From an optimization exercise on the open Yosys and OpenROAD flow, aimed at small area; shortcuts taken in it are not production practice.
The RTL was checked by simulation tests, not by an equivalence proof against the original design.
Power is estimated from default activity; no workload was simulated.

==> 06-19: inputs <==
## rtop
module rtop(clk,rstn,re0,re1,re2,din,pkt_valid,dout0,dout1,dout2,vld0,vld1,vld2,error,busy);
==> flow/config.mk <==
export PLATFORM = sky130hd
export DESIGN_NAME = rtop
export DESIGN_NICKNAME = rtop
export VERILOG_FILES = /design/flow/design.v
export SDC_FILE = /design/flow/constraint.sdc
export NUM_CORES = 4
export LEC_CHECK = 0
export CAP_MARGIN = 20
export CORE_MARGIN = 2
export CORE_UTILIZATION = 65
export SLEW_MARGIN = 20
export SYNTH_HIERARCHICAL = 1
==> flow/constraint.sdc <==
create_clock -name core_clock -period 5.0 [get_ports {clk}]
set_input_delay 1.0000 -clock core_clock [delete_from_list [all_inputs] [get_ports {clk}]]
set_output_delay 1.0000 -clock core_clock [all_outputs]
set_load 0.01 [all_outputs]
standard.sh (not shown) runs the stock make flow with config.mk's settings and CLKGATE_MAP_FILE= SYNTH_SCRIPT=/design/flow/synth_recipe.tcl, a recipe that flattens the netlist after the stock synthesis.
==> flow/flow/run.sh <==
#!/bin/bash
# Standard ORFS layout, with: every combinational cell first set to the
# smallest cell of its family (repair upsizes where needed), a leaner clock
# tree (no dummy balancing loads, larger sink clusters) and the smallest
# buffer on each port.
set -euo pipefail
here=$(pwd)
export PRE_FLOORPLAN_TCL=$here/flow/downsize.tcl
export CTS_ARGS="-sink_clustering_enable -repair_clock_nets -dont_use_dummy_load -sink_clustering_size ${CTS_SIZE:-34} -sink_clustering_max_diameter ${CTS_DIAM:-50}"
export BUFFER_PORTS_ARGS="-buffer_cell sky130_fd_sc_hd__buf_1"
bash standard.sh > standard.log 2>&1
==> flow/flow/downsize.tcl <==
# Resize every combinational cell to the smallest-area cell of its family
# (same name up to the drive suffix); timing and design repair later in the
# flow upsize where needed. Flip-flops, clock cells and tie cells are left.
set lib_area {}
set fam_best {}
foreach lib [get_libs *] {
  foreach cell [get_lib_cells [get_name $lib]/*] {
    set name [get_name $cell]
    if {![regexp {^(sky130_fd_sc_hd__[a-z0-9]+)_([0-9]+)$} $name -> fam drv]} { continue }
    if {[regexp {__(df|edf|sdf|sedf|dl|sdl|ebuf|einv)} $fam]} { continue }
    if {[regexp {clk|probe|lpflow|dly|conb|tap|fill|decap|diode} $fam]} { continue }
    set area [get_property $cell area]
    if {![dict exists $fam_best $fam]} {
      dict set fam_best $fam [list $name $area $drv]
    } else {
      lassign [dict get $fam_best $fam] bn ba bd
      if {$area < $ba - 1e-6 || (abs($area - $ba) < 1e-6 && $drv > $bd)} {
        dict set fam_best $fam [list $name $area $drv]
      }
    }
  }
}
set n 0
set before 0.0
set after 0.0
foreach inst [get_cells *] {
  set master [get_property $inst ref_name]
  if {![regexp {^(sky130_fd_sc_hd__[a-z0-9]+)_([0-9]+)$} $master -> fam drv]} { continue }
  if {![dict exists $fam_best $fam]} { continue }
  set best [lindex [dict get $fam_best $fam] 0]
  if {$best ne $master} {
    replace_cell $inst $best
    incr n
  }
}
puts "downsize: resized $n cells"
==> 01-18 (differences from 06-19) <==
--- a/flow/design.v
+++ b/flow/design.v
@@ -105,25 +105,26 @@
 assign ny[1]=!(en&&a==2'd1);
 assign ny[2]=!(en&&a==2'd2);
 assign ny[3]=!(en&&a==2'd3);
 endmodule
 module sel16(s,d,y);
 input [15:0]s,d;
 output y;
 wire [5:0]n;
-wire o0;
+wire o0,o1;
 g_a222oi A0(s[0],d[0],s[1],d[1],s[2],d[2],n[0]);
 g_a222oi A1(s[3],d[3],s[4],d[4],s[5],d[5],n[1]);
 g_a222oi A2(s[6],d[6],s[7],d[7],s[8],d[8],n[2]);
 g_a222oi A3(s[9],d[9],s[10],d[10],s[11],d[11],n[3]);
 g_a222oi A4(s[12],d[12],s[13],d[13],s[14],d[14],n[4]);
 g_nand2 A5(s[15],d[15],n[5]);
 g_nand3 B0(n[0],n[1],n[2],o0);
-g_nand4b B1(o0,n[3],n[4],n[5],y);
+g_nand3 B1(n[3],n[4],n[5],o1);
+g_or2 C0(o0,o1,y);
 endmodule
 module g_a222oi(a1,a2,b1,b2,c1,c2,y);
 input a1,a2,b1,b2,c1,c2;
 output y;
 assign y=!(a1&&a2||b1&&b2||c1&&c2);
 endmodule
 module g_nand2(a,b,y);
 input a,b;
@@ -180,43 +181,41 @@
 output y;
 assign y=!a&&bn;
 endmodule
 module g_nor3b(a,b,cn,y);
 input a,b,cn;
 output y;
 assign y=!a&&!b&&cn;
 endmodule
-module g_nand4b(an,b,c,d,y);
-input an,b,c,d;
-output y;
-assign y=!(!an&&b&&c&&d);
-endmodule
 module fsm_r(clk,rstn,pkt_valid,low_pkt_valid,sftrst,fifo_full,fifo_empty0,fifo_empty1,fifo_empty2,parity_done,din,busy,detect_add,ld_state,laf_state,we_reg,rst_int_reg,lfd_state);
 input clk,rstn,pkt_valid,low_pkt_valid,sftrst,fifo_full,fifo_empty0,fifo_empty1,fifo_empty2,parity_done;
 input [1:0]din;
 output busy,detect_add,ld_state,laf_state,we_reg,rst_int_reg,lfd_state;
 parameter DECODE_ADDR=3'b000,
-	  LOAD_FIRST_DATA=3'b011,
+	  LOAD_FIRST_DATA=3'b001,
 	  WAIT_TILL_EMPTY=3'b010,
-	  LOAD_DATA=3'b100,
-	  LOAD_PARITY=3'b101,
-	  FIFO_FULL_STATE=3'b110,
-	  LOAD_AFTER_FULL=3'b111,
-	  CHECK_PARITY_ERROR=3'b001;
+	  LOAD_DATA=3'b011,
+	  LOAD_PARITY=3'b100,
+	  FIFO_FULL_STATE=3'b101,
+	  LOAD_AFTER_FULL=3'b110,
+	  CHECK_PARITY_ERROR=3'b111;
 reg [1:0]addr;
 reg [2:0]state,nxt;
 always @(posedge clk)
-	addr<=din;
+	if(!rstn)
+		addr<=0;
+	else
+		addr<=din;
 always@(posedge clk)
 	if(!rstn||sftrst)
 		state<=DECODE_ADDR;
 	else
 		state<=nxt;
-wire empty_din=din[1]?fifo_empty2:din[0]?fifo_empty1:fifo_empty0;
+wire empty_din=(din==2'd0)?fifo_empty0:(din==2'd1)?fifo_empty1:fifo_empty2;
 wire empty_addr=(addr==2'd0)?fifo_empty0:(addr==2'd1)?fifo_empty1:(addr==2'd2)?fifo_empty2:1'b0;
 always@(*)
 begin
 	nxt=DECODE_ADDR;
 	case(state)
 		DECODE_ADDR:
 			if(pkt_valid&&din!=2'd3)
 				nxt=empty_din?LOAD_FIRST_DATA:WAIT_TILL_EMPTY;
@@ -254,100 +253,78 @@
 endmodule
 module registerR(clk,rstn,pkt_valid,din,fifo_full,rst_int_reg,detect_add,ld_state,laf_state,lfd_state,parity_done,low_pkt_valid,error,dout);
 input clk,rstn,pkt_valid,fifo_full,rst_int_reg,detect_add,ld_state,laf_state,lfd_state;
 input [7:0]din;
 output reg parity_done,low_pkt_valid,error;
 output reg [7:0]dout;
 reg [7:0]internal_parity;
 reg parity_mismatch;
-wire [7:0]x,ip_d,dout_d;
-wire m0,m1,mismatch;
-wire nlfd=!lfd_state;
-genvar i;
-generate for(i=0;i<8;i=i+1) begin:B
-	g_xor2 X(internal_parity[i],din[i],x[i]);
-	g_a22o P(detect_add,din[i],ld_state,x[i],ip_d[i]);
-	g_a22o D(lfd_state,internal_parity[i],nlfd,din[i],dout_d[i]);
-end endgenerate
-g_nor4 M0(x[0],x[1],x[2],x[3],m0);
-g_nor4 M1(x[4],x[5],x[6],x[7],m1);
-g_nand2 M2(m0,m1,mismatch);
+wire [7:0]x=internal_parity^din;
 always@(posedge clk)
-	if(lfd_state||(ld_state?!fifo_full:!pkt_valid))
-		dout<=dout_d;
-always@(posedge clk)
-	if(detect_add||(lfd_state&&!pkt_valid)||(ld_state&&pkt_valid))
-		internal_parity<=ip_d;
+	if(lfd_state)
+		dout<=internal_parity;
+	else if(ld_state?!fifo_full:!pkt_valid)
+		dout<=din;
 always@(posedge clk)
 	if(!rstn||rst_int_reg)
 		low_pkt_valid<=0;
 	else if(ld_state&&!pkt_valid)
 		low_pkt_valid<=1;
 always@(posedge clk)
-	parity_mismatch<=mismatch;
+	if(detect_add)
+		internal_parity<=din;
+	else if(lfd_state&&!pkt_valid)
+		internal_parity<=0;
+	else if(ld_state&&pkt_valid)
+		internal_parity<=x;
+always@(posedge clk)
+	parity_mismatch<=|x;
 always@(posedge clk)
 	if(!rstn||detect_add)
 		parity_done<=0;
 	else
 		parity_done<=(ld_state&&!pkt_valid&&!fifo_full)||(laf_state&&!parity_done&&low_pkt_valid);
 always@(posedge clk)
 	error<=rstn&&parity_done&&parity_mismatch;
 endmodule
-module g_a22o(a1,a2,b1,b2,y);
-input a1,a2,b1,b2;
-output y;
-assign y=a1&&a2||b1&&b2;
-endmodule
 module synch(clk,rstn,we_reg,det_addr,re0,re1,re2,empty0,empty1,empty2,full0,full1,full2,din,wr_enb,fifo_full,vld0,vld1,vld2,sft0,sft1,sft2);
 input clk,rstn,we_reg,det_addr,re0,re1,re2,empty0,empty1,empty2,full0,full1,full2;
 input [1:0]din;
 output vld0,vld1,vld2;
 output sft0,sft1,sft2;
 output fifo_full;
 output [2:0]wr_enb;
 reg [1:0]fifo_addr;
 always@(posedge clk)
-	if(det_addr)
+	if(!rstn)
+		fifo_addr<=0;
+	else if(det_addr)
 		fifo_addr<=din;
-assign wr_enb={we_reg&&fifo_addr[1],we_reg&&fifo_addr[0],we_reg&&fifo_addr==2'd0};
-assign fifo_full=fifo_addr[1]?full2:fifo_addr[0]?full1:full0;
+assign wr_enb={we_reg&&fifo_addr==2'd2,we_reg&&fifo_addr==2'd1,we_reg&&fifo_addr==2'd0};
+assign fifo_full=(fifo_addr==2'd0)?full0:(fifo_addr==2'd1)?full1:(fifo_addr==2'd2)?full2:1'b0;
 assign vld0=!empty0;
 assign vld1=!empty1;
 assign vld2=!empty2;
 timeout T0(clk,rstn,vld0,re0,sft0);
 timeout T1(clk,rstn,vld1,re1,sft1);
 timeout T2(clk,rstn,vld2,re2,sft2);
 endmodule
 module timeout(clk,rstn,vld,re,sft);
 input clk,rstn,vld,re;
 output reg sft;
 reg [4:0]count;
-wire hit,fb,load0,load;
-wire [4:0]d;
-g_nor4 H(count[4],count[2],count[1],count[0],hit);
-g_or3b L0(!vld,re,rstn,load0);
-g_or2 L1(load0,hit,load);
-g_xor2 F(count[4],count[2],fb);
-g_or2 D0(load,fb,d[0]);
-g_nor2b D1(load,count[0],d[1]);
-g_nor2b D2(load,count[1],d[2]);
-g_nor2b D3(load,count[2],d[3]);
-g_nor2b D4(load,count[3],d[4]);
-always@(posedge clk)
-	count<=d;
-wire sft_d;
-g_nor2b S(load0,hit,sft_d);
+wire hit=(count[4]|count[2]|count[1]|count[0])==1'b0;
 always@(posedge clk)
-	sft<=sft_d;
-endmodule
-module g_or3b(a,b,cn,y);
-input a,b,cn;
-output y;
-assign y=a||b||!cn;
+	if(!rstn||!vld||re||hit)
+		count<=5'b00001;
+	else
+		count<={count[3:0],count[4]^count[2]};
+always@(posedge clk)
+	sft<=rstn&&vld&&!re&&hit;
 endmodule
 module rtop(clk,rstn,re0,re1,re2,din,pkt_valid,dout0,dout1,dout2,vld0,vld1,vld2,error,busy);
 input clk,rstn,re0,re1,re2,pkt_valid;
 input [7:0]din;
 output vld0,vld1,vld2,error,busy;
 output [7:0]dout0,dout1,dout2;
 wire [2:0]we_enb;
 wire [7:0]dout;
==> flow/flow/run.sh (replaced) <==
#!/bin/bash
# Standard ORFS layout, with: every combinational cell first set to the
# smallest cell of its family (repair upsizes where needed), a leaner clock
# tree (no dummy balancing loads, larger sink clusters) and the smallest
# buffer on each port.
set -euo pipefail
here=$(pwd)
export PRE_FLOORPLAN_TCL=$here/flow/downsize.tcl
export CTS_ARGS="-sink_clustering_enable -repair_clock_nets -dont_use_dummy_load -sink_clustering_size ${CTS_SIZE:-20} -sink_clustering_max_diameter ${CTS_DIAM:-60} -buf_list sky130_fd_sc_hd__clkbuf_8"
export BUFFER_PORTS_ARGS="-buffer_cell sky130_fd_sc_hd__buf_1"
bash standard.sh > standard.log 2>&1
==> flow/config.mk (replaced) <==
export PLATFORM = sky130hd
export DESIGN_NAME = rtop
export DESIGN_NICKNAME = rtop
export VERILOG_FILES = /design/flow/design.v
export SDC_FILE = /design/flow/constraint.sdc
export NUM_CORES = 4
export LEC_CHECK = 0
export CAP_MARGIN = 20
export CORE_MARGIN = 2
export CORE_UTILIZATION = 40
export SLEW_MARGIN = 20
export SYNTH_HIERARCHICAL = 1
==> run notes <==
item                                                      01-18           06-19
Clock buffer count                                           34              37
Register share of the cell area                           0.707           0.715
Final cell count without fillers                          1,806           1,494
Last element of the critical path              FIFO_1.mem[3][5]  FIFO_1.dout[1]
Non-clock buffer area fraction after layout              0.0124          0.0114
Post-DP HPWL                                            24.4 mm         22.6 mm
Run status                                       finished clean  finished clean
Power drawn by the combinational cells                0.00100 W      0.000473 W
Maximum fanout along the worst path                          14              11
Slew at the pin closest to its max-slew limit            948 ps          878 ps
Overall die area                                    0.0465 mm^2     0.0284 mm^2
Arrival time at the worst endpoint                      3800 ps         3820 ps
Met2 wire length                                        18.7 mm         17.8 mm
Wire length reported by the detailed router             39.0 mm         36.4 mm

-- afterwards: timing with drivers on the ports --
No port has a modelled driver above. Below, the same layouts with a new extraction and two added sets of constraints. Step 1, drivers: a clkbuf_16 drives clk and a buf_2 each remaining input, both assumed. Step 2 times the ports against the registers' clock, not the clock port: input delays grow and output delays shrink by t, the midpoint of the rising clock arrivals with the driver on. Slacks: no drivers / after step 1 / after step 2; pairs: no drivers / after step 1.
| run | t, ns | slack for setup (ns) | worst slew at a driven data input, ns |
|---|---|---|---|
| 06-19 | 0.565 | 1.638 / 1.665 / 1.100 | 0.03 |
| 01-18 | 0.607 | 1.400 / 1.400 / 0.812 | 0.06 |
After both steps every run listed still meets setup and hold. The setup slack of 01-18, which loses most, moves by 0.000 ns with the drivers and by -0.588 ns with both steps.
